This is an optimization exercise on Yosys and OpenROAD, whose aim is small area, not a production implementation. Only simulation tests tie the RTL to the original design; equivalence was not proved.

==> inputs of onyx <==
Design synth_engine, start of the top module:
module synth_engine(
    input clk,
    input rst_n,
    input audio_sync,
    input [4:0] out_gain,
    output [10:0] reg_addr,
    input [31:0] reg_rdata,
    output [10:0] ph_raddr,
    input [23:0] ph_rdata,
    output [10:0] ph_waddr,
    output [23:0] ph_wdata,
    output ph_we,
    output [15:0] out_data,
    output out_valid
    );
make LEC_CHECK=0 CAP_MARGIN=0 CORE_MARGIN=2 CORE_UTILIZATION=65 SLEW_MARGIN=0 finish   # period 10.0 ns
run.sh (not shown) runs the stock make flow with config.mk's settings and CLKGATE_MAP_FILE= SYNTH_SCRIPT=/design/flow/synth_recipe.tcl, a recipe that flattens the netlist after the stock synthesis.
==> cedar: changes against onyx <==
--- a/flow/design.v
+++ b/flow/design.v
@@ -69,15 +69,14 @@
 reg signed [19:0] y_11_q6;
 reg pos_11_q5;
 reg pos_11_q6;
 reg pos_12_q5;
 reg pos_12_q6;
-reg signed [19:0] x_13_q7;
-reg signed [19:0] y_13_q7;
 reg pos_13_q5;
 reg pos_13_q6;
-reg pos_13_q7;
+reg signed [19:0] x_14_q7;
+reg signed [19:0] y_14_q7;
 reg pos_14_q5;
 reg pos_14_q6;
 reg pos_14_q7;
 reg pos_15_q5;
 reg pos_15_q6;
@@ -141,15 +140,14 @@
     y_11_q6 <= y_11;
     pos_11_q5 <= pos_11;
     pos_11_q6 <= pos_11_q5;
     pos_12_q5 <= pos_12;
     pos_12_q6 <= pos_12_q5;
-    x_13_q7 <= x_13;
-    y_13_q7 <= y_13;
     pos_13_q5 <= pos_13;
     pos_13_q6 <= pos_13_q5;
-    pos_13_q7 <= pos_13_q6;
+    x_14_q7 <= x_14;
+    y_14_q7 <= y_14;
     pos_14_q5 <= pos_14;
     pos_14_q6 <= pos_14_q5;
     pos_14_q7 <= pos_14_q6;
     pos_15_q5 <= pos_15;
     pos_15_q6 <= pos_15_q5;
@@ -334,79 +332,53 @@
 wire signed [19:0] ys_6 = y_6 >>> 6;
 wire signed [19:0] x_7 = x_6 + (ys_6 ^ {20{pos_6_q4}}) + {19'd0, pos_6_q4};
 wire signed [19:0] xs_6 = x_6 >>> 6;
 wire signed [19:0] y_7 = y_6 + (xs_6 ^ {20{~pos_6_q4}}) + {19'd0, ~pos_6_q4};
 wire signed [19:0] ys_7 = y_7 >>> 7;
-wire [18:0] xh_8 = x_7[19:1] + (ys_7[19:1] ^ {19{pos_7_q4}}) + {18'd0, pos_7_q4};
-wire signed [19:0] x_8 = {xh_8, 1'd0};
+wire signed [19:0] x_8 = x_7 + (ys_7 ^ {20{pos_7_q4}}) + {19'd0, pos_7_q4};
 wire signed [19:0] xs_7 = x_7 >>> 7;
 wire signed [19:0] y_8 = y_7 + (xs_7 ^ {20{~pos_7_q4}}) + {19'd0, ~pos_7_q4};
 wire signed [19:0] ys_8 = y_8_q5 >>> 8;
-wire [18:0] xh_9 = x_8_q5[19:1] + (ys_8[19:1] ^ {19{pos_8_q5}}) + {18'd0, pos_8_q5};
-wire signed [19:0] x_9 = {xh_9, 1'd0};
+wire signed [19:0] x_9 = x_8_q5 + (ys_8 ^ {20{pos_8_q5}}) + {19'd0, pos_8_q5};
 wire signed [19:0] xs_8 = x_8_q5 >>> 8;
 wire signed [19:0] y_9 = y_8_q5 + (xs_8 ^ {20{~pos_8_q5}}) + {19'd0, ~pos_8_q5};
 wire signed [19:0] ys_9 = y_9 >>> 9;
-wire [16:0] xh_10 = x_9[19:3] + (ys_9[19:3] ^ {17{pos_9_q5}}) + {16'd0, pos_9_q5};
-wire signed [19:0] x_10 = {xh_10, 3'd0};
+wire signed [19:0] x_10 = x_9 + (ys_9 ^ {20{pos_9_q5}}) + {19'd0, pos_9_q5};
 wire signed [19:0] xs_9 = x_9 >>> 9;
 wire signed [19:0] y_10 = y_9 + (xs_9 ^ {20{~pos_9_q5}}) + {19'd0, ~pos_9_q5};
 wire signed [19:0] ys_10 = y_10 >>> 10;
-wire [15:0] xh_11 = x_10[19:4] + (ys_10[19:4] ^ {16{pos_10_q5}}) + {15'd0, pos_10_q5};
-wire signed [19:0] x_11 = {xh_11, 4'd0};
+wire signed [19:0] x_11 = x_10 + (ys_10 ^ {20{pos_10_q5}}) + {19'd0, pos_10_q5};
 wire signed [19:0] xs_10 = x_10 >>> 10;
 wire signed [19:0] y_11 = y_10 + (xs_10 ^ {20{~pos_10_q5}}) + {19'd0, ~pos_10_q5};
 wire signed [19:0] ys_11 = y_11_q6 >>> 11;
-wire [15:0] xh_12 = x_11_q6[19:4] + (ys_11[19:4] ^ {16{pos_11_q6}}) + {15'd0, pos_11_q6};
-wire signed [19:0] x_12 = {xh_12, 4'd0};
+wire signed [19:0] x_12 = x_11_q6 + (ys_11 ^ {20{pos_11_q6}}) + {19'd0, pos_11_q6};
 wire signed [19:0] xs_11 = x_11_q6 >>> 11;
 wire signed [19:0] y_12 = y_11_q6 + (xs_11 ^ {20{~pos_11_q6}}) + {19'd0, ~pos_11_q6};
 wire signed [19:0] ys_12 = y_12 >>> 12;
-wire [15:0] xh_13 = x_12[19:4] + (ys_12[19:4] ^ {16{pos_12_q6}}) + {15'd0, pos_12_q6};
-wire signed [19:0] x_13 = {xh_13, 4'd0};
+wire signed [19:0] x_13 = x_12 + (ys_12 ^ {20{pos_12_q6}}) + {19'd0, pos_12_q6};
 wire signed [19:0] xs_12 = x_12 >>> 12;
 wire signed [19:0] y_13 = y_12 + (xs_12 ^ {20{~pos_12_q6}}) + {19'd0, ~pos_12_q6};
-wire signed [19:0] ys_13 = y_13_q7 >>> 13;
-wire [15:0] xh_14 = x_13_q7[19:4] + (ys_13[19:4] ^ {16{pos_13_q7}}) + {15'd0, pos_13_q7};
-wire signed [19:0] x_14 = {xh_14, 4'd0};
-wire signed [19:0] xs_13 = x_13_q7 >>> 13;
-wire signed [19:0] x_15 = x_14;
-wire signed [19:0] xs_14 = x_14 >>> 14;
+wire signed [19:0] ys_13 = y_13 >>> 13;
+wire signed [19:0] x_14 = x_13 + (ys_13 ^ {20{pos_13_q6}}) + {19'd0, pos_13_q6};
+wire signed [19:0] xs_13 = x_13 >>> 13;
+wire signed [19:0] y_14 = y_13 + (xs_13 ^ {20{~pos_13_q6}}) + {19'd0, ~pos_13_q6};
+wire signed [19:0] x_15 = x_14_q7;
+wire signed [19:0] xs_14 = x_14_q7 >>> 14;
+wire signed [19:0] y_15 = y_14_q7 + (xs_14 ^ {20{~pos_14_q7}}) + {19'd0, ~pos_14_q7};
 wire signed [19:0] xs_15 = x_15 >>> 15;
-wire signed [19:0] y_16 = y_13_q7 + (xs_13 ^ {20{~pos_13_q7}}) + (xs_14 ^ {20{~pos_14_q7}}) + (xs_15 ^ {20{~pos_15_q7}}) + {19'd0, ~pos_13_q7} + {19'd0, ~pos_14_q7} + {19'd0, ~pos_15_q7};
+wire signed [19:0] y_16 = y_15 + (xs_15 ^ {20{~pos_15_q7}}) + {19'd0, ~pos_15_q7};
 wire signed [15:0] sin_m = y_16[19:4];
 wire signed [14:0] gs = {1'b0, g_q8};
 wire signed [29:0] prod = sin_m_q8 * gs;
 wire [40:0] prodx = {{11{prod[29]}}, prod} ^ {41{flip_q8}};
 reg signed [40:0] sum;
 reg out_v;
 always @(posedge clk) begin
-    sum <= sum_next;
+    sum <= (first_q8 ? 41'sd0 : sum) + prodx + {40'd0, flip_q8};
     if (!rst_n) out_v <= 1'b0;
     else out_v <= last_q8;
 end
-wire [40:0] sum_next = (first_q8 ? 41'sd0 : sum) + prodx + {40'd0, flip_q8};
-wire [30:0] osh1; wire [22:0] osh2; wire [18:0] osh3; wire [16:0] osh4; wire [15:0] osh5;
-genvar ok;
-generate
-for (ok = 0; ok < 31; ok = ok + 1) begin : osl1
-    assign osh1[ok] = gain_out[4] ? sum[(ok + 16 > 40) ? 40 : ok + 16] : sum[ok];
-end
-for (ok = 0; ok < 23; ok = ok + 1) begin : osl2
-    assign osh2[ok] = gain_out[3] ? osh1[ok + 8] : osh1[ok];
-end
-for (ok = 0; ok < 19; ok = ok + 1) begin : osl3
-    assign osh3[ok] = gain_out[2] ? osh2[ok + 4] : osh2[ok];
-end
-for (ok = 0; ok < 17; ok = ok + 1) begin : osl4
-    assign osh4[ok] = gain_out[1] ? osh3[ok + 2] : osh3[ok];
-end
-for (ok = 0; ok < 16; ok = ok + 1) begin : osl5
-    assign osh5[ok] = gain_out[0] ? osh4[ok + 1] : osh4[ok];
-end
-endgenerate
-wire [24:0] odiff = sum[39:15] ^ {25{sum[40]}};
-wire [24:0] omask = {25{1'b1}} << gain_out;
-wire ovf = |(odiff & omask);
-assign out_data = ovf ? {sum[40], {15{~sum[40]}}} : osh5;
+wire signed [40:0] sh = sum >>> gain_out;
+wire ovf = ~(&sh[40:15] | ~(|sh[40:15]));
+assign out_data = ovf ? (sh[40] ? 16'h8000 : 16'h7FFF) : sh[15:0];
 assign out_valid = out_v;
 endmodule
CAP_MARGIN = 20   (was 0)
CORE_UTILIZATION = 40   (was 65)
SLEW_MARGIN = 20   (was 0)
==> run summary <==
- The number of register bits inferred by synthesis is about 420.
- The detailed-routed wire length on met2 is between 50000 and 60000 µm.
- The total core area is approximately 0.12 mm².
- The layout has between 10000 and 15000 filler cells.
- The synthesized netlist devotes 13.06% of its cell area to XOR and XNOR gates.
- The run finished with no timing, DRC or antenna violations.
- The diode insertion count for antenna repair is 1.
(the above is from cedar)
==> run summary <==
- The design area is approximately 0.049 mm².
- The filler cell count in the final layout is roughly 5700.
- The flow ran to the end and the layout has no timing, DRC or antenna violations.
- The diode insertion count for antenna repair is 0.
- The number of register bits inferred by synthesis is 425.
- Across all hold checks on the routed design, the worst slack comes to roughly 0.32 ns.
- The total core area is 0.06883 mm².
- Dividing the synthesized area by the synthesized cell count gives ~8.6 µm².
(the above is from onyx)

[afterwards: timing with drivers on the ports]
The results above use ideal ports. As a check the final layouts listed here were re-extracted and re-timed, cells and wires unchanged.
Step 1 (the two cells are an assumption about what drives the block):
set clk [get_ports {clk}]
set_driving_cell -lib_cell sky130_fd_sc_hd__clkbuf_16 $clk
set_driving_cell -lib_cell sky130_fd_sc_hd__buf_2 [delete_from_list [all_inputs] $clk]
Step 2 adds t to the input delays and takes it off the output delays; t is the mean of the earliest and latest rising clock arrival at the registers after step 1. Input paths then give back, and output paths get back, about the clock's delay inside the block.
a / b / c = ideal ports / drivers / drivers and shift; a / b = the first two.
| run | t (ns) | slack for setup (ns) | worst setup path after step 2 | worst slew at a driven data input, ns |
|---|---|---|---|---|
| onyx | 0.655 | 0.627 / 0.627 / 0.056 | input to register | 0.05 |
| cedar | 0.732 | 0.323 / 0.374 / -0.358 | input to register | 0.05 |
Met with ideal ports but missed after step 2: setup timing in cedar. The setup slack of cedar, which loses most, moves by +0.051 ns with the drivers and by -0.681 ns with both steps.
